Source: an optimization exercise on an open RTL-to-GDS flow (aim: small area). Production flows keep margins and buffers that such runs may drop. The RTL was checked by simulation tests, not by an equivalence proof against the original design. Power and IR drop assume default switching activity.

==> design.v <==
module dcpu16_alu (m, x, y, z);
  output [23:0] m;
  input [15:0] x;
  input [7:0] y;
  input [15:0] z;
  wire [23:0] p0 = {8'd0, x & {16{y[0]}}} << 0;
  wire [23:0] p1 = {8'd0, x & {16{y[1]}}} << 1;
  wire [23:0] p2 = {8'd0, x & {16{y[2]}}} << 2;
  wire [23:0] p3 = {8'd0, x & {16{y[3]}}} << 3;
  wire [23:0] p4 = {8'd0, x & {16{y[4]}}} << 4;
  wire [23:0] p5 = {8'd0, x & {16{y[5]}}} << 5;
  wire [23:0] p6 = {8'd0, x & {16{y[6]}}} << 6;
  wire [23:0] p7 = {8'd0, x & {16{y[7]}}} << 7;
  wire [23:0] zz = {8'd0, z};
  wire [23:0] s1 = zz ^ p0 ^ p1;
  wire [23:0] c1 = (zz & p0) | (zz & p1) | (p0 & p1);
  wire [23:0] k1 = {c1[22:0], 1'b0};
  wire [23:0] s2 = s1 ^ k1 ^ p2;
  wire [23:0] c2 = (s1 & k1) | (s1 & p2) | (k1 & p2);
  wire [23:0] k2 = {c2[22:0], 1'b0};
  wire [23:0] s3 = s2 ^ k2 ^ p3;
  wire [23:0] c3 = (s2 & k2) | (s2 & p3) | (k2 & p3);
  wire [23:0] k3 = {c3[22:0], 1'b0};
  wire [23:0] s4 = s3 ^ k3 ^ p4;
  wire [23:0] c4 = (s3 & k3) | (s3 & p4) | (k3 & p4);
  wire [23:0] k4 = {c4[22:0], 1'b0};
  wire [23:0] s5 = s4 ^ k4 ^ p5;
  wire [23:0] c5 = (s4 & k4) | (s4 & p5) | (k4 & p5);
  wire [23:0] k5 = {c5[22:0], 1'b0};
  wire [23:0] s6 = s5 ^ k5 ^ p6;
  wire [23:0] c6 = (s5 & k5) | (s5 & p6) | (k5 & p6);
  wire [23:0] k6 = {c6[22:0], 1'b0};
  wire [23:0] s7 = s6 ^ k6 ^ p7;
  wire [23:0] c7 = (s6 & k6) | (s6 & p7) | (k6 & p7);
  wire [23:0] k7 = {c7[22:0], 1'b0};
  assign m = s7 + k7;
endmodule
module dcpu16_add (s, a, b, ci);
   output [15:0] s;
   input [15:0]  a, b;
   input 	 ci;
   wire [16:0] 	 c;
   assign c[0] = ci;
   genvar 	 i;
   generate
      for (i = 0; i < 16; i = i + 1) begin : fa
	 assign s[i] = a[i] ^ b[i] ^ c[i];
	 assign c[i+1] = (a[i] & b[i]) | (a[i] & c[i]) | (b[i] & c[i]);
      end
   endgenerate
endmodule  
module dcpu16_ctl ( 
   ireg, pha, opc, rra, rwa, rwe, bra,
   CC, wpc, f_dti, clk, ena, rst
   );
   output [15:0] ireg;
   output [1:0]  pha;
   output [3:0]  opc;
   output [7:0]  rra;  
   output [2:0]  rwa;
   output 	 rwe;
   output 	 bra;
   input 	 CC;
   input 	 wpc;
   input [15:0]  f_dti;
   input 	 clk,
		 ena,
		 rst;
   reg 			bra;
   reg [15:0] 		ireg;
   reg [3:0] 		opc;
   reg [1:0] 		pha;
   reg [7:0] 		rra;
   reg [2:0] 		rwa;
   reg 			rwe;
   wire [5:0] 		decA, decB;
   wire [3:0] 		decO;
   assign {decB, decA, decO} = ireg;
   wire 		Fbra = (ireg[4:0] == 5'h10);
   always @(posedge clk)
     if (rst)
       pha <= 2'h0;
     else if (ena)
       pha <= pha + 1;
   always @(posedge clk)
     if (rst) begin
	ireg <= 16'h0;
	opc <= 4'h0;
     end else if (ena & (pha == 2'o2)) begin
	ireg <= (wpc | Fbra) ? 16'd1 : f_dti;
	opc <= ireg[3:0];
     end
   reg _bra;
   always @(posedge clk)
     if (ena) begin
	if (pha == 2'o0)
	  {bra, _bra} <= {_bra & CC, (ireg[5:0] == 6'h10)};
	else
	  bra <= 1'b0;
     end
   reg _rwe;
   always @(posedge clk)
     if (rst)
       rwe <= 1'h0;
     else if (ena)
       rwe <= (pha == 2'o0) & _rwe & CC & (opc[3:2] != 2'o3);
   always @(posedge clk)
     if (ena) begin
	rra <= 8'd1 << (pha[0] ? decA[2:0] : decB[2:0]);
	if (pha == 2'o2) begin
	   rwa <= decA[2:0];
	   _rwe <= (decA[5:3] == 3'o0) & (decO != 4'h0);
	end
     end
endmodule  
module dcpu16_mbus ( 
   g_adr, g_stb, g_wre, f_adr, f_stb, f_wre, f_dto, ena, wpc, rwd,
   g_dti, g_ack, f_dti, f_ack, bra, rrd, ireg, opc, pha, clk, rst, CC
   );
   output [15:0] g_adr;
   output 	 g_stb,
		 g_wre;
   input [15:0]  g_dti;
   input 	 g_ack;
   output [15:0] f_adr;
   output 	 f_stb,
		 f_wre;
   output [15:0] f_dto;
   input [15:0]  f_dti;
   input 	 f_ack;
   output 	 ena;
   output 	 wpc;
   output [15:0] rwd;
   output 	 CC;
   input 	 bra;
   input [15:0]  rrd;
   input [15:0]  ireg;
   input [3:0] 	 opc;
   input [1:0] 	 pha;
   input 	 clk,
		 rst;
   reg 			g_stb;
   reg 			f_stb;
   reg 			f_wre;
   reg [15:0] 		regA;
   reg [15:0] 		regB;
   reg 			wpc;
   reg 			wsp;
   reg [15:0] 		regSP,
			regPC;
   reg 			CC;
   reg [15:0] 		regO;
   reg [15:0] 		regR;
   assign ena = (f_stb ~^ f_ack) & (g_stb ~^ g_ack);  
   wire [5:0] 		decA, decB;
   wire [3:0] 		decO;
   assign {decB, decA, decO} = ireg;
   wire 		Fjsr = (ireg[4:0] == 5'h10);
   wire [5:0] 		ed = (pha[0]) ? decB : decA;
   wire 		Eind = (ed[5:3] == 3'o1);  
   wire 		Enwr = (ed[5:3] == 3'o2);  
   wire 		Epop = (ed[5:0] == 6'h18);  
   wire 		Epek = (ed[5:0] == 6'h19);  
   wire 		Epsh = (ed[5:0] == 6'h1A);  
   wire 		Ersp = (ed[5:0] == 6'h1B);  
   wire 		Erpc = (ed[5:0] == 6'h1C);  
   wire 		Erro = (ed[5:0] == 6'h1D);  
   wire 		Enwi = (ed[5:0] == 6'h1E);  
   wire 		Esht = ed[5];  
   wire [5:0] 		fg = (pha[0]) ? decA : decB;
   wire 		Fdir = (fg[5:3] == 3'o0);  
   wire 		Find = (fg[5:3] == 3'o1);  
   wire 		Fnwr = (fg[5:3] == 3'o2);  
   wire 		Fspi = (fg[5:0] == 6'h18);  
   wire 		Fspr = (fg[5:0] == 6'h19);  
   wire 		Fspd = (fg[5:0] == 6'h1A);  
   wire 		Frsp = (fg[5:0] == 6'h1B);  
   wire 		Frpc = (fg[5:0] == 6'h1C);  
   wire 		Fnwi = (fg[5:0] == 6'h1E);  
   wire 		Fnwl = (fg[5:0] == 6'h1F);  
   wire 		Fnw = Fnwr | Fnwi | Fnwl;  
   wire 		Fmem = Find | Fnwr | Fspr | Fspi | Fspd | Fnwi;
   wire [15:0] 		pcInc;
   dcpu16_add pc0 (.s(pcInc), .a(regPC), .b(16'd0), .ci(1'b1));
   wire 		pcUp = (pha == 2'o2) | (g_stb & ~pha[1]);
   wire [15:0] 		rpc = (wpc) ? regR : (bra) ? regB : (pcUp) ? pcInc : regPC;
   always @(posedge clk)
     if (rst) begin
	regPC <= 16'h0;
	wpc <= 1'h0;
     end else if (ena) begin
	regPC <= (pha == 2'o1) ? rpc : (pcUp) ? pcInc : regPC;
	if (pha == 2'o1)
	  wpc <= Frpc & CC;
     end
   wire 		spDn = (pha == 2'o1) ? ~Fjsr : (fg[1] | Fjsr);
   wire [15:0] 		spAdj;
   dcpu16_add sp0 (.s(spAdj), .a(regSP), .b({(16){spDn}}), .ci(~spDn));
   always @(posedge clk)
     if (rst) begin
	regSP <= 16'hFFFF;
	wsp <= 1'h0;
     end else if (ena) begin
	case (pha)
	  2'o1: if (wsp) regSP <= regR;
	  2'o3: if (Fspi | Fspd | Fjsr) regSP <= spAdj;
	  2'o0: if (Fspi | Fspd) regSP <= spAdj;
	  default: ;
	endcase
	if (pha == 2'o1)
	  wsp <= Frsp & CC;
     end
   wire [15:0] 		nxB = (g_stb) ? g_dti : (_rd) ? rrd : regB;
   wire [15:0] 		nwr;
   dcpu16_add ea0 (.s(nwr), .a(rrd & {(16){Eind | Enwr}}),
		   .b(g_dti & {(16){Enwr | Enwi}}), .ci(1'b0));
   reg [15:0] 		ec;
   always @* begin
      ec = (Epsh | Epek) ? regSP :
	   (Epop) ? spAdj :
	   nwr;
   end
   reg [15:0] 		eaN, eaF;
   wire 		aStk = (decA[5:1] == 5'b01100) & ~Fjsr;  
   always @(posedge clk)
     if (ena) begin
	case (pha)
	  2'o3: eaN <= regSP;
	  2'o0: if (~aStk) eaN <= (Fjsr) ? regSP : ec;
	  2'o1: begin
	     eaN <= ec;
	     eaF <= eaN;
	  end
	  default: ;
	endcase
     end
   assign g_wre = 1'b0;
   assign g_adr = (pha == 2'o2) ? eaF :
		  (pha == 2'o3) ? eaN :
		  regPC;
   always @(posedge clk)
     if (rst)
       g_stb <= 1'h0;
     else if (ena)
       g_stb <= (pha[0] ^ pha[1]) ? Fmem : Fnw;
   reg 			_wre;
   always @(posedge clk)
     if (rst) begin
	_wre <= 1'h0;
	f_stb <= 1'h0;
	f_wre <= 1'h0;
     end else if (ena) begin
	if (pha == 2'o1)
	  _wre <= Fmem | Fjsr;
	case (pha)
	  2'o1: {f_stb,f_wre} <= (Fjsr) ? 2'o0 : 2'o2;
	  2'o0: {f_stb,f_wre} <= {_wre, _wre & CC};
	  default: {f_stb,f_wre} <= 2'o0;
	endcase
     end
   assign f_adr = (pha == 2'o1) ? eaF : regPC;
   reg 			_rd;
   reg [15:0] 		opr;
   always @(posedge clk)
     if (ena)
       _rd <= (pha[0] ^ pha[1]) & Fdir;
   always @(posedge clk)
     if (rst)
       regA <= 16'h0;
     else if (ena) begin
	case (pha)
	  2'o0: regA <= opr;
	  2'o2: regA <= (g_stb) ? g_dti :
			(Fjsr) ? regPC :
			(_rd) ? rrd :
			regA;
	  default: ;
	endcase
	case (pha)
	  2'o1: regB <= opr;
	  2'o3: regB <= nxB;
	  default: ;
	endcase
     end
   always @* begin
      opr = (g_stb) ? g_dti :
	    (Ersp) ? regSP :
	    (Erpc) ? regPC :
	    (Erro) ? regO :
	    (Esht) ? {11'd0,ed[4:0]} :
	    16'h0;
   end
   wire 		oShl = (opc == 4'h7);
   wire 		oShr = (opc == 4'h8);
   wire 		oMul = (opc == 4'h4);
   wire 		oSub = (opc == 4'h3) | (opc[3:2] == 2'b11);
   wire 		oOne = (opc == 4'h2) | oSub;
   wire 		oZb = oOne;
   wire [3:0] 		sht = (pha[1]) ? nxB[3:0] : regB[3:0];
   wire [3:0] 		shs = sht ^ {(4){oShr}};
   wire 		shlBig = |regB[15:5];
   wire 		shrBig = |regB[15:4];
   wire 		shBig = (pha[1]) ? ((oShr) ? |nxB[15:4] : |nxB[15:5]) :
			((oShr) ? shrBig : shlBig);
   wire [7:0] 		yOh = (8'd1 << shs[2:0]) & {(8){(shs[3] ^ pha[1]) & ~shBig}};
   wire [7:0] 		yB = (pha[1]) ? nxB[7:0] : regB[15:8];
   wire [7:0] 		mY = (oShl | oShr) ? yOh :
			     (oMul) ? yB :
			     {7'd0, oOne & pha[1]};
   wire [15:0] 		mX = regA ^ {(16){oSub & pha[1]}};
   wire [15:0] 		mZ = (pha[1]) ? (nxB & {(16){oZb}}) : P[23:8];
   reg [23:0] 		P;
   wire [23:0] 		mM;
   dcpu16_alu
     x0 (.m(mM), .x(mX), .y(mY), .z(mZ));
   wire [31:0] 		prod = {mM, P[7:0]};
   always @(posedge clk)
     if (ena & (pha == 2'o3))
       P <= mM;
   wire 		c = prod[16];
   wire 		zz = (prod[15:0] == 16'hFFFF);  
   assign f_dto = regR;
   assign rwd = regR;
   always @(posedge clk)
     if (rst) begin
	CC <= 1'h0;
	regO <= 16'h0;
	regR <= 16'h0;
     end else if (ena & (pha == 2'o0)) begin
	case (opc)
	  4'h2: regO <= {15'd0,c};
	  4'h3: regO <= {(16){c}};
	  4'h4: regO <= prod[31:16];
	  4'h7: regO <= (regB[4]) ? prod[15:0] : prod[31:16];
	  4'h8: regO <= prod[30:15];
	  default: ;
	endcase
	case (opc)
	  4'h0: regR <= regA;
	  4'h1: regR <= regB;
	  4'h2, 4'h4: regR <= prod[15:0];
	  4'h3: regR <= ~prod[15:0];
	  4'h7: regR <= (regB[4]) ? 16'd0 : prod[15:0];
	  4'h9: regR <= regA & regB;
	  4'hA: regR <= regA | regB;
	  4'hB: regR <= regA ^ regB;
	  default: regR <= 16'h0;
	endcase
	case (opc)
	  4'hC: CC <= zz;
	  4'hD: CC <= ~zz;
	  4'hE: CC <= ~c & ~zz;
	  4'hF: CC <= |(regA & regB);
	  default: CC <= 1'b1;
	endcase
     end
endmodule  
module dcpu16_regs ( 
   rrd,
   rwd, rra, rwa, rwe, ena, clk
   );
   output [15:0] rrd;  
   input [15:0]  rwd;  
   input [7:0] 	 rra;  
   input [2:0] 	 rwa;  
   input 	 rwe;  
   input 	 ena,
		 clk;
   reg [15:0] 	 file [0:7];
   assign rrd = ({(16){rra[0]}} & file[0]) | ({(16){rra[1]}} & file[1]) |
		({(16){rra[2]}} & file[2]) | ({(16){rra[3]}} & file[3]) |
		({(16){rra[4]}} & file[4]) | ({(16){rra[5]}} & file[5]) |
		({(16){rra[6]}} & file[6]) | ({(16){rra[7]}} & file[7]);
   always @(posedge clk)
     if (ena & rwe)
       file[rwa] <= rwd;
endmodule  
module dcpu16_cpu ( 
   g_wre, g_stb, g_dto, g_adr, f_wre, f_stb, f_dto, f_adr,
   rst, g_dti, g_ack, f_dti, f_ack, clk
   );
   output [15:0] f_adr;
   output [15:0] f_dto;
   output 	 f_stb;
   output 	 f_wre;
   output [15:0] g_adr;
   output [15:0] g_dto;
   output 	 g_stb;
   output 	 g_wre;
   input 	 clk;
   input 	 f_ack;
   input [15:0]  f_dti;
   input 	 g_ack;
   input [15:0]  g_dti;
   input 	 rst;
   wire 	 CC, bra, ena, rwe, wpc;
   wire [15:0] 	 ireg, rrd, rwd;
   wire [3:0] 	 opc;
   wire [1:0] 	 pha;
   wire [7:0] 	 rra;
   wire [2:0] 	 rwa;
   assign g_dto = f_dto;
   dcpu16_ctl
     c0 (.ireg(ireg), .pha(pha), .opc(opc), .rra(rra), .rwa(rwa), .rwe(rwe),
	 .bra(bra), .CC(CC), .wpc(wpc), .f_dti(f_dti), .clk(clk), .ena(ena),
	 .rst(rst));
   dcpu16_mbus
     m0 (.g_adr(g_adr), .g_stb(g_stb), .g_wre(g_wre), .f_adr(f_adr),
	 .f_stb(f_stb), .f_wre(f_wre), .f_dto(f_dto), .ena(ena), .wpc(wpc),
	 .rwd(rwd), .g_dti(g_dti), .g_ack(g_ack), .f_dti(f_dti), .f_ack(f_ack),
	 .bra(bra), .rrd(rrd), .ireg(ireg), .opc(opc), .pha(pha), .clk(clk),
	 .rst(rst), .CC(CC));
   dcpu16_regs
     r0 (.rrd(rrd), .rwd(rwd), .rra(rra), .rwa(rwa), .rwe(rwe), .ena(ena),
	 .clk(clk));
endmodule  
==> flow/run.sh <==
#!/bin/bash
# Standard ORFS layout, with the port buffers made from the smallest buffer
# cell instead of the platform default. Each tool's output is logged by ORFS
# under orfs/logs; this script's own output goes to run_flow.log.
set -e
export BUFFER_PORTS_ARGS="-buffer_cell sky130_fd_sc_hd__buf_1"
bash standard.sh > run_flow.log 2>&1
==> standard.sh <==
#!/bin/bash
# synth_recipe.tcl (not shown) runs the flow's synth.tcl, then flattens the netlist and writes it again
# the make line also repeats each setting of config.mk as NAME=value (left out here)
make -C /OpenROAD-flow-scripts/flow DESIGN_CONFIG=/design/flow/config.mk WORK_HOME=/design/flow/orfs CLKGATE_MAP_FILE= SYNTH_SCRIPT=/design/flow/synth_recipe.tcl "${@:-finish}"
==> config.mk <==
export PLATFORM = sky130hd
export DESIGN_NAME = dcpu16_cpu
export DESIGN_NICKNAME = dcpu16_cpu
export VERILOG_FILES = /design/flow/design.v
export SDC_FILE = /design/flow/constraint.sdc
export NUM_CORES = 4
export LEC_CHECK = 0
export ABC_AREA = 1
export CAP_MARGIN = 0
export CORE_MARGIN = 2
export CORE_UTILIZATION = 60
export CTS_BUF_LIST = sky130_fd_sc_hd__clkbuf_16
export CTS_CLUSTER_DIAMETER = 100
export CTS_CLUSTER_SIZE = 20
export SLEW_MARGIN = 0
==> constraint.sdc <==
create_clock -name core_clock -period 10.0 [get_ports {clk}]
set_input_delay 2.0000 -clock core_clock [delete_from_list [all_inputs] [get_ports {clk}]]
set_output_delay 2.0000 -clock core_clock [all_outputs]
set_load 0.01 [all_outputs]
==> results of run 1 <==
## cell usage in the layout, fill, tap and decap left out, drive strengths merged, types with 26 or more instances in the layout
cell / Yosys / final
a21oi: 214 / 214
inv: 268 / 281
xor2: 26 / 26
nand2: 857 / 857
nand3: 69 / 69
ha: 75 / 75
dfxtp: 110 / 110
buf: 65 / 135
o21ai: 259 / 259
edfxtp: 215 / 215
fa: 134 / 134
nor2: 189 / 189
o211ai: 48 / 48
## cells by family after synthesis
kind of cell / synth area share [%]
xor gates and xnor gates: 1.12
buffers and inverters: 7.92
adders and majority gates: 16.0
AOI/OAI and AO/OA: 15.4
other: 0.0166
and+or+nand+nor: 21.1
muxes: 0.0443
DFF: 38.3
## path summary, 6_finish.rpt
path                end  slack (ns)  cells past startpoint
max          m0.eaN[15]        0.77                     38
min          m0.eaF[11]        0.45                      0
max reg2reg  m0.eaN[15]        0.77                     38
min reg2reg  m0.eaF[11]        0.45                      0
## worst max-delay path, delay by kind of cell (launching register included)
family / cells / cell delay, ns
and+or+nand+nor: 13 / 1.23
AOI/OAI and AO/OA: 1 / 0.12
DFF: 1 / 0.96
adders and majority gates: 15 / 5.64
buffers and inverters: 9 / 1.07
## final cells by class
cell class              instances  area [µm²]
clock buffers                  20         500
fillers                      3313       13700
well taps                     511         639
repair buffers                136         639
multi-input cells            2041       12200
flip-flops and latches        325        8660
diodes                          2        5.00
inverters                     271        1020
clock inverters                16        81.3
## metrics by stage
step | worst slack, ns | total power [µW] | cells | hold slack (ns) | util [%]
floorplan | 1.29 | 2100 | 2777 | 0.427 | -
global placement | 0.866 | 2380 | 3284 | 0.430 | 61.8
detailed placement | 0.708 | 2390 | 3284 | 0.435 | 61.8
CTS | 0.791 | 3200 | 3320 | 0.452 | 63.4
global route | 0.105 | 3350 | 3320 | 0.468 | 63.4
finish | 0.771 | 3240 | 3322 | 0.454 | 63.4
## state kept, by name (all words and copies together), names as in the netlist, 2 cells and up
name / count
m0.regA: 16
m0.P: 24
m0.regR: 16
m0.regB: 16
m0.regO: 16
c0.rwa: 3
c0.rra: 8
m0.regPC: 16
m0.eaF: 16
c0.pha: 2
c0.opc: 4
r0.file: 128
m0.regSP: 16
m0.eaN: 16
c0.ireg: 16
## where the power goes
part / internal [µW] / switching (µW)
sequential: 1490 / 101
clock: 370 / 469
combinational: 235 / 574
total: 2100 / 1140
## metal layers
layer	vias up	wire length (µm)	track usage (%)	share of wire, %
met1	9866	31500	56.6	38
li1	9234	-	-	-
met5	-	15	0	0.018
met2	1404	35200	63.1	43
met3	275	10600	10.8	13
met4	2	5400	23.5	6.5
==> metrics.cfg, run 1 <==
[clock_network]
cts_tree = built
cts.root.buffer_cell = clkbuf_16
clk_latency_ns = 0.56
numCtsBuffers = 20
path_clk_slew_ns = 0.10
post_cts_buffers = 0
cts_buffer_depth = 3
cts_resized = 0
cts.hold.buffers_added = 0
htree_levels = 1
clock_sinks = 325

[synth]
yosys-top-cells-area = edfxtp_1 (29%), nand2_1 (14%), fa_1 (12%), dfxtp_1 (9.7%), o21ai_0 (5.3%)
synthTopCellsByCount = nand2_1 (847), inv_1 (262), o21ai_0 (238)
syn_nets = 3022
syn_avg_cell_area_um2 = 8.13
yosysWarnings = 3
synth_top_cell_by_area = edfxtp_1
synthCells = 2777
synth_ff_type = edfxtp_1
yosysMostFrequentCell = nand2_1
ys_seq_elements = 325
synth_edf_count = 215
ys_seq_area_share_pct = 38.3
async_flop_share_pct = 0
synth_top_area_share_pct = 28.6
synthesis.area_um2 = 22600
synthDistinctLibCells = 54

[timing]
finalHoldViolations = 0
worst_slew_pin_slew_ns = 1.26
post-route-period-util_pct = 92.3
max_freq_mhz = 108
setup_violations = 0
rsz0062_at_grt = false
slew_headroom_pct = 15.8
drv_slew = 0
tns_ns = 0
fin_skew_ns = 0.0305
period_minus_slack_ns = 9.23

[setup_path]
end_kind = flip-flop
cp.required_ns = 10.31
max_stage_delay_ns = 0.96
critPathKind = reg -> reg
crit_top_cell = fa_1
worstReg2RegStart = c0.pha[0]
cp_slowest_cell = dfxtp_1
cp-start-kind = flip-flop
cp.arrival_ns = 9.54
crit_path_max_fanout = 30
startpoint = c0.pha[0]

[die]
start_util_pct = 60.4
num_io_pins = 104
die_y_um = 198
die_area_um2 = 39200
die_w_um = 198
fp-row-count = 71
core_area_um2 = 37400

[routing]
wire_per_inst_um = 24.9
routed_wl_mm = 82.6
num_vias = 20800
drc_errors = 0
drtIter0Drc = 2875
drtAntennaViolNets = 0
drt-vias-per-instance = 6.26
firstDrtPassIters = 9

[pwr]
leakagePower_uw = 0.00923
peakVddDrop_mv = 0.134
cellPowerDensity_nw_per_um2 = 137

[placed_design]
globalplace.congestion = 1.07
dp_hpwl_mm = 62.3
dpl_cell_area_um2 = 23100
port-buffer-count = 102

[outcome]
status = complete, no violations

[min_path]
hp-start = m0.eaN[11]
hold_path.class = reg -> reg

[grt]
antenna_found_initial = 2
grt_pass1_vias = 19500
grt_usage_pct = 42.4
grt_max_degree = 65
overflow = 0
grt_first_pass_wirelength_mm = 122

[cells_and_area]
nets = 3040
fin_area_um2 = 23700
area_growth_pct = 4.93
drive_above_1_share_pct = 3.60

[run]
drv_cap = 0

==> run 2: changes to the inputs <==
==> flow/run.sh (replaced) <==
#!/bin/bash
# Standard ORFS layout (the standard.sh) with two changes:
#  - port buffers use the smallest buffer cell instead of the platform default
#  - timing-driven global placement does not keep its virtual resizing
# Each tool's output is logged by ORFS under orfs/logs; this script's own
# output goes to run_flow.log.
set -e
export BUFFER_PORTS_ARGS="-buffer_cell sky130_fd_sc_hd__buf_1"
export GPL_KEEP_OVERFLOW=0
bash standard.sh > run_flow.log 2>&1
--- a/config.mk
+++ b/config.mk
@@ -6,10 +6,10 @@
 export NUM_CORES = 4
 export LEC_CHECK = 0
 export ABC_AREA = 1
-export CAP_MARGIN = 0
+export CAP_MARGIN = 10
 export CORE_MARGIN = 2
 export CORE_UTILIZATION = 60
 export CTS_BUF_LIST = sky130_fd_sc_hd__clkbuf_16
-export CTS_CLUSTER_DIAMETER = 100
-export CTS_CLUSTER_SIZE = 20
-export SLEW_MARGIN = 0
+export CTS_CLUSTER_DIAMETER = 110
+export CTS_CLUSTER_SIZE = 24
+export SLEW_MARGIN = 10
==> run 2 against run 1 <==
Compared with the run above: critical path type unchanged; register-to-register slack worse by 0.37 ns; still clean on timing, DRC and antenna; total power decreased by 1.7%; largest power group unchanged; sequential power about the same; core utilization decreased by 0.10 points; clock skew decreased by 0.0090 ns; area after synthesis unchanged; routed wire length increased by 1.8%; clock power fell by 7.7%; setup slack got worse by 0.37 ns; combinational power is 0.9% higher; die area is the same; flip-flop and latch count stayed put.
==> metrics.cfg, run 2 <==
[outcome]
status = complete, no violations

[die]
die_y_um = 198  ; unchanged
die_area_um2 = 39200  ; unchanged
start_util_pct = 60.4  ; unchanged
fp-row-count = 71  ; unchanged
core_area_um2 = 37400  ; unchanged
num_io_pins = 104  ; unchanged
die_w_um = 198  ; unchanged

[grt]
grt_usage_pct = 42.9  ; +0.59 points
antenna_found_initial = 3  ; +1
grt_first_pass_wirelength_mm = 123  ; +0.93%
grt_max_degree = 47  ; -28%
overflow = 0  ; unchanged
grt_pass1_vias = 19200  ; -1.4%

[synth]
yosysWarnings = 3  ; unchanged
ys_seq_area_share_pct = 38.3  ; unchanged
synth_ff_type = edfxtp_1
synthDistinctLibCells = 54  ; unchanged
synthesis.area_um2 = 22600  ; unchanged
yosys-top-cells-area = edfxtp_1 (29%), nand2_1 (14%), fa_1 (12%), dfxtp_1 (9.7%), o21ai_0 (5.3%)
synth_edf_count = 215  ; unchanged
ys_seq_elements = 325  ; unchanged
synthTopCellsByCount = nand2_1 (847), inv_1 (262), o21ai_0 (238)
yosysMostFrequentCell = nand2_1
synthCells = 2777  ; unchanged
synth_top_cell_by_area = edfxtp_1
syn_avg_cell_area_um2 = 8.13  ; unchanged
syn_nets = 3022  ; unchanged
async_flop_share_pct = 0  ; unchanged
synth_top_area_share_pct = 28.6  ; unchanged

[setup_path]
cp.required_ns = 10.32  ; about the same
crit_top_cell = fa_1
cp-start-kind = flip-flop
cp_top_family = adder cells
reg2regPathDepth = 24  ; -37%
r2r_end = m0.eaN[15]
cp.arrival_ns = 9.92  ; +0.38 ns
worstReg2RegStart = c0.pha[1]
max_stage_delay_ns = 0.85  ; -0.11 ns
regToRegSetupSlack_ns = 0.40  ; -0.37 ns
worstPathCellList = clkinvlp_4, ha_2, o21ai_2, inv_1, fa_1, fa_1, fa_1, fa_1, fa_1, fa_1, fa_1, fa_1, fa_1, fa_1, fa_1, fa_1, fa_1, xor2_1, xor2_1, a21oi_1, nand2_1, nand2_1, nand2_1, nand3_1
cp_slowest_cell = dfxtp_1
crit_path_max_fanout = 17  ; -43%
path_buf_inv = 2  ; -7
end_kind = flip-flop
critPathKind = reg -> reg

[pwr]
switching_share_pct = 35.7  ; +0.47 points
leakagePower_uw = 0.00913  ; -1.1%
power_frac_seq_pct = 50.2  ; +1.0 points
p_int_uw = 2050  ; -2.4%
peakVddDrop_mv = 0.124  ; -7.1%
clockPowerShare_pct = 24.3  ; -1.6 points
combPwrFrac_pct = 25.6  ; +0.7 points
cellPowerDensity_nw_per_um2 = 135  ; -1.5%
p_sw_uw = 1140  ; -0.40%

[timing]
worst_slew_pin_slew_ns = 1.33  ; +0.0641 ns
period_minus_slack_ns = 9.60  ; +0.368 ns
post-route-period-util_pct = 96.0  ; +3.7 points
fin_skew_ns = 0.0215  ; -0.00901 ns
slew_headroom_pct = 11.2  ; -4.6 points
finalWorstSetupSlack_ns = 0.403  ; -0.368 ns
drv_slew = 0  ; unchanged
finalHoldViolations = 0  ; unchanged
rsz0062_at_grt = false
max_freq_mhz = 104  ; -3.8%
setup_violations = 0  ; unchanged

[clock_network]
path_clk_slew_ns = 0.12  ; +0.02 ns
numCtsBuffers = 17  ; -15%
clk_latency_ns = 0.55  ; about the same
cts_tree = built
cts.hold.buffers_added = 0  ; unchanged
cts_buffer_depth = 3  ; unchanged
clock_sinks = 325  ; unchanged
post_cts_buffers = 0  ; unchanged
cts.root.buffer_cell = clkbuf_16
htree_levels = 1  ; unchanged

[routing]
routed_wl_mm = 84.1  ; +1.8%
num_vias = 20800  ; unchanged
drc_errors = 0  ; unchanged
drtAntennaViolNets = 0  ; unchanged
drtIter0Drc = 2987  ; +3.9%
wire_per_inst_um = 25.5  ; +2.5%
drt-vias-per-instance = 6.30  ; +0.67%
firstDrtPassIters = 6  ; -3

[placed_design]
pre_cts_slack_ns = 0.497  ; -0.211 ns
globalplace.congestion = 1.08  ; +0.40%
dp_hpwl_mm = 64.1  ; +2.9%
port-buffer-count = 102  ; unchanged

[cells_and_area]
drive_above_1_share_pct = 3.48  ; -0.12 points
top_regs = r0.file (128), m0.P (24)
final_cell_mix = nand2_1 (847), inv_1 (270), o21ai_0 (236), edfxtp_1 (215), a21oi_1 (214)
nets = 3021  ; -0.63%
area_growth_pct = 4.76
layout_commonest_cell = nand2_1
final_util_pct = 63.3  ; -0.10 points
top_register = r0.file
largest_reg_flops = 128  ; unchanged

[min_path]
hp-start = m0.eaN[2]
min_to = m0.eaF[2]
hold_path.class = reg -> reg
holdPathStages = 0  ; unchanged

[run]
drv_cap = 0  ; unchanged

[run 2: changes by cell type in the layout (fill, tap and decap cells not counted), sizes merged]
cell / change
buf: -16
clkinv: -1
clkbuf: -4
clkinvlp: +1
inv: -2
[run 2: power by group through the flow]
stage	sequential (µW)	combinational, µW	clock (µW)
2_1_floorplan	1560	540	0
3_3_place_gp	1620	749	0
3_5_place_dp	1620	778	0
4_1_cts	1590	782	768
5_1_grt	1600	885	804
6_report	1600	815	774
[run 2: worst max-delay path by stage]
stage	startpoint	endpoint	slack, ns	depth (start not counted)
3_3_place_gp	c0.pha[1]	m0.eaN[15]	-0.70	25
2_1_floorplan	g_dti[0]	m0.eaN[15]	1.29	31
3_5_place_dp	c0.pha[1]	m0.eaN[15]	0.50	24
4_1_cts	c0.pha[1]	m0.eaN[15]	0.46	24
5_1_grt	c0.pha[1]	m0.eaN[15]	0.06	24
6_report	c0.pha[1]	m0.eaN[15]	0.40	24
[run 2: cells by family after synthesis]
group | synth area share, %
muxes | 0.0443
adders and majority gates | 16.0
other | 0.0166
AOI/OAI and AO/OA | 15.4
and+or+nand+nor | 21.1
DFF | 38.3
buffers and inverters | 7.92
xor gates and xnor gates | 1.12
[run 2: stage by stage]
step | total power, µW | hold slack, ns | cell area (µm²) | TNS, ns | instances
6_report | 3190 | 0.458 | 23700 | 0 | 3300
5_1_grt | 3290 | 0.465 | 23700 | 0 | 3298
4_1_cts | 3140 | 0.460 | 23600 | 0 | 3297
3_5_place_dp | 2400 | 0.435 | 23200 | 0 | 3267
3_3_place_gp | 2370 | 0.429 | 22800 | -1.62 | 3250
2_1_floorplan | 2100 | 0.427 | 22600 | 0 | 2777
[run 2: final cells by class]
cell class              instances  area (µm²)
diodes                          2        5.00
clock buffers                  17         425
clock inverters                13        60.1
fillers                      3269       13700
inverters                     271        1020
multi-input cells            2041       12200
flip-flops and latches        325        8660
well taps                     511         639
repair buffers                119         648
repair inverters                1        5.00
[run 2: worst register-to-register path, delay by kind of cell, from the launching register on]
kind                       cells  cell delay [ns]
xor gates and xnor gates       2             0.40
AOI/OAI and AO/OA              2             0.43
adders and majority gates     14             6.26
DFF                            1             0.85
and+or+nand+nor                4             0.31
buffers and inverters          2             1.11
[run 2: repair_timing]
action                     4_1_cts  5_1_grt
resized for setup                0        2
hold endpoints to repair         0        0
setup endpoints to repair        0        1
[run 2: routing by layer]
metal  GRT usage, %  wire [µm]  up-vias
met5              0         13        -
met4           20.1       5140        2
met3           10.9      11100      274
met2           64.9      36100     1472
met1           58.2      31800     9832
li1               -          -     9201
==> run 3: changes to the inputs <==
--- a/config.mk
+++ b/config.mk
@@ -6,10 +6,10 @@
 export NUM_CORES = 4
 export LEC_CHECK = 0
 export ABC_AREA = 1
-export CAP_MARGIN = 10
+export CAP_MARGIN = 20
 export CORE_MARGIN = 2
 export CORE_UTILIZATION = 60
 export CTS_BUF_LIST = sky130_fd_sc_hd__clkbuf_16
 export CTS_CLUSTER_DIAMETER = 110
 export CTS_CLUSTER_SIZE = 24
-export SLEW_MARGIN = 10
+export SLEW_MARGIN = 20
==> run 3 against run 2 <==
Compared with the run above: clock skew grew 0.0062 ns; die area is the same; still clean; largest power group unchanged; combinational power grew 0.6%; critical path type unchanged; largest cell class unchanged.
==> metrics.cfg, run 3 <==
[outcome]
status = complete, no violations

[routing]
dr_wl_met3_mm = 10.9  ; -1.6%
wire_per_inst_um = 25.4  ; -0.26%
drtAntennaViolNets = 0  ; unchanged
routed_wl_mm = 83.8  ; -0.29%
drtIter0Drc = 2881  ; -3.5%
drc_errors = 0  ; unchanged
drt-vias-per-instance = 6.32  ; +0.40%
met2_length_mm = 36.1  ; about the same
drt-met1-wl_mm = 31.7  ; -0.17%
firstDrtPassIters = 8  ; +2
maxUsedRoutingLayer = met4
num_vias = 20900  ; +0.37%

[grt]
overflow = 0  ; unchanged
grt_pass1_vias = 19400  ; +1.1%
grt_max_degree = 39  ; -17%
grt_first_pass_wirelength_mm = 123  ; about the same
antenna_found_initial = 0  ; -3
grt_usage_pct = 42.9  ; -0.076 points

[setup_path]
crit_path_max_fanout = 28  ; +11
end_kind = flip-flop
reg2regPathDepth = 24  ; unchanged
r2r_end = m0.eaN[15]
regToRegSetupSlack_ns = 0.36  ; -0.04 ns
cp.required_ns = 10.30  ; -0.02 ns
critPathKind = reg -> reg
worstReg2RegStart = c0.pha[1]
cp-start-kind = flip-flop
cp.arrival_ns = 9.94  ; +0.02 ns

[cells_and_area]
fin_area_um2 = 23700  ; +0.21%
largest_reg_flops = 128  ; unchanged
multi_input_area_um2 = 12200  ; +0.12%
layout_commonest_cell = nand2_1
final_cells = 3299  ; -0.030%
top_register = r0.file
antenna_cells = 0  ; -2
top_regs = r0.file (128), m0.P (24)
area_growth_pct = 4.97
fillers = 3223  ; -1.4%
final_cell_mix = nand2_1 (847), inv_1 (267), o21ai_0 (236), edfxtp_1 (215), a21oi_1 (214)
drive_above_1_share_pct = 3.62  ; +0.14 points
regArea_um2 = 8660  ; unchanged
nets = 3022  ; +0.033%

[min_path]
hold_path.class = reg -> reg
min_to = m0.eaF[2]
hp-start = m0.eaN[2]
holdPathStages = 0  ; unchanged

[synth]
synthDistinctLibCells = 54  ; unchanged
yosysMostFrequentCell = nand2_1
synth_edf_count = 215  ; unchanged
yosysWarnings = 3  ; unchanged
synth_top_area_share_pct = 28.6  ; unchanged
yosys-top-cells-area = edfxtp_1 (29%), nand2_1 (14%), fa_1 (12%), dfxtp_1 (9.7%), o21ai_0 (5.3%)
synthesis.area_um2 = 22600  ; unchanged
syn_nets = 3022  ; unchanged
synthTopCellsByCount = nand2_1 (847), inv_1 (262), o21ai_0 (238)
async_flop_share_pct = 0  ; unchanged
ys_seq_elements = 325  ; unchanged
ys_seq_area_share_pct = 38.3  ; unchanged
syn_avg_cell_area_um2 = 8.13  ; unchanged
synth_ff_type = edfxtp_1
synthCells = 2777  ; unchanged
synth_top_cell_by_area = edfxtp_1

[placed_design]
port-buffer-count = 102  ; unchanged
dp_hpwl_mm = 64.2  ; +0.13%
dpl_cell_area_um2 = 23200  ; +0.16%
globalplace.congestion = 1.08  ; unchanged
dp.cells = 3268  ; +0.031%

[die]
fp-row-count = 71  ; unchanged
core_area_um2 = 37400  ; unchanged
die_w_um = 198  ; unchanged
num_io_pins = 104  ; unchanged
die_y_um = 198  ; unchanged
die_area_um2 = 39200  ; unchanged
start_util_pct = 60.4  ; unchanged

[pwr]
cellPowerDensity_nw_per_um2 = 134  ; -0.15%
peakVddDrop_mv = 0.115  ; -7.7%
leakagePower_uw = 0.00916  ; +0.27%

[clock_network]
numCtsBuffers = 17  ; unchanged
cts.hold.buffers_added = 0  ; unchanged
path_clk_slew_ns = 0.11  ; about the same
cts_tree = built
clock_sinks = 325  ; unchanged
htree_levels = 1  ; unchanged
cts_buffer_depth = 3  ; unchanged
post_cts_buffers = 0  ; unchanged
clk_latency_ns = 0.55  ; about the same
cts.root.buffer_cell = clkbuf_16

[timing]
setup_violations = 0  ; unchanged
worst_slew_pin_slew_ns = 1.17  ; -0.152 ns
slew_headroom_pct = 21.4  ; +10 points
post-route-period-util_pct = 96.4  ; +0.42 points
period_minus_slack_ns = 9.64  ; +0.0421 ns
fin_skew_ns = 0.0277  ; +0.00622 ns
rsz0062_at_grt = false
finalHoldViolations = 0  ; unchanged
tns_ns = 0  ; unchanged
max_freq_mhz = 104  ; -0.44%
drv_slew = 0  ; unchanged

[run]
drv_cap = 0  ; unchanged

-- run 3: timing repair --
item                                    CTS  global route
gates resized for setup                   0             1
endpoints found under the hold margin     0             0
endpoints found under the setup margin    0             2
-- run 3: area by class of cell --
cell class	instances	area share (%)
Clock inverter	13	0.248
Inverter	271	4.29
Timing Repair Buffer	121	2.94
Sequential cell	325	36.5
Clock buffer	17	1.79
Tap cell	511	2.70
Multi-Input combinational cell	2041	51.5
-- run 3: worst max path at each step --
stage | cells past startpoint | slack, ns | to | start
floorplan | 31 | 1.29 | m0.eaN[15] | g_dti[0]
global placement | 25 | -0.70 | m0.eaN[15] | c0.pha[1]
detailed placement | 25 | 0.11 | m0.eaN[15] | c0.pha[1]
CTS | 25 | 0.07 | m0.eaN[15] | c0.pha[1]
global route | 24 | 0.05 | m0.eaN[15] | c0.pha[1]
finish | 24 | 0.36 | m0.eaN[15] | c0.pha[1]
-- run 3: logic make-up (layout without fill, tap and decap cells) --
| kind of cell | after synthesis | after routing | share of synthesized area (%) |
|---|---|---|---|
| multiplexers | 1 | 1 | 0.0443 |
| buffers and inverters | 411 | 422 | 7.92 |
| AND/OR/NAND/NOR | 1184 | 1184 | 21.1 |
| flip-flops | 325 | 325 | 38.3 |
| XOR/XNOR | 29 | 29 | 1.12 |
| adder cells (fa/ha/maj) | 209 | 209 | 16.0 |
| AO/OA/AOI/OAI | 617 | 617 | 15.4 |
| other | 1 | 1 | 0.0166 |
-- run 3: worst max-delay path: stages, from the launching register on --
cell	delay (ns)
dfxtp_1	0.78
clkinv_1	0.54
ha_2	0.58
o21ai_2	0.42
inv_1	0.45
fa_1	0.58
fa_1	0.43
fa_1	0.42
fa_1	0.44
fa_1	0.44
fa_1	0.43
fa_1	0.43
fa_1	0.43
fa_1	0.43
fa_1	0.43
fa_1	0.42
fa_1	0.46
fa_1	0.45
xor2_1	0.18
xor2_1	0.20
a21oi_1	0.10
nand2_1	0.10
nand2_1	0.07
nand2_1	0.06
nand3_1	0.08
-- run 3: metrics by stage --
stage                     hold WS, ns  power (µW)  worst slack, ns  utilization [%]
after detailed placement        0.435        2400            0.111             62.0
after global routing            0.461        3290           0.0472             63.4
after global placement          0.429        2370           -0.704             61.1
after floorplan                 0.427        2100             1.29                -
final                           0.460        3190            0.361             63.4
after CTS                       0.452        3140           0.0686             63.3
-- run 3: routing by layer --
| layer | up-vias | GRT usage [%] |
|---|---|---|
| li1 | 9190 | - |
| met1 | 9895 | 58.4 |
| met2 | 1492 | 64.4 |
| met3 | 281 | 10.1 |
| met4 | 0 | 21.4 |
| met5 | - | 0 |
-- run 3: power by group --
group          total (µW)  switching, µW  internal [µW]  leakage [µW]
registers            1600            103           1490       0.00288
clock network         772            455            317      0.000270
logic                 820            579            241       0.00600

## port drivers added, routing unchanged
How much do the figures lean on ideal ports? The routed layouts below were timed once more, with nothing changed but the port constraints.
Step 1 sets driving cells, clkbuf_16 on the clock port and buf_2 on the other inputs (assumed; they add their load-dependent delay and slew).
Step 2 times the ports against the registers' clock, not the clock port: input delays grow and output delays shrink by t, the midpoint of the rising clock arrivals with the driver on.
a / b / c = ideal ports / drivers / drivers and shift; a / b = the first two.
run | t (ns) | setup slack, ns | worst register clock-pin slew, ns
run 1 | 0.608 | 0.771 / 0.771 / 0.636 | 0.10 / 0.10
run 2 | 0.600 | 0.403 / 0.403 / 0.403 | 0.12 / 0.12
run 3 | 0.602 | 0.361 / 0.361 / 0.361 | 0.12 / 0.12
After both steps setup and hold are still met in every run listed. For run 1, which loses most, drivers alone change the setup slack by 0.000 ns; drivers and shift together by -0.135 ns.
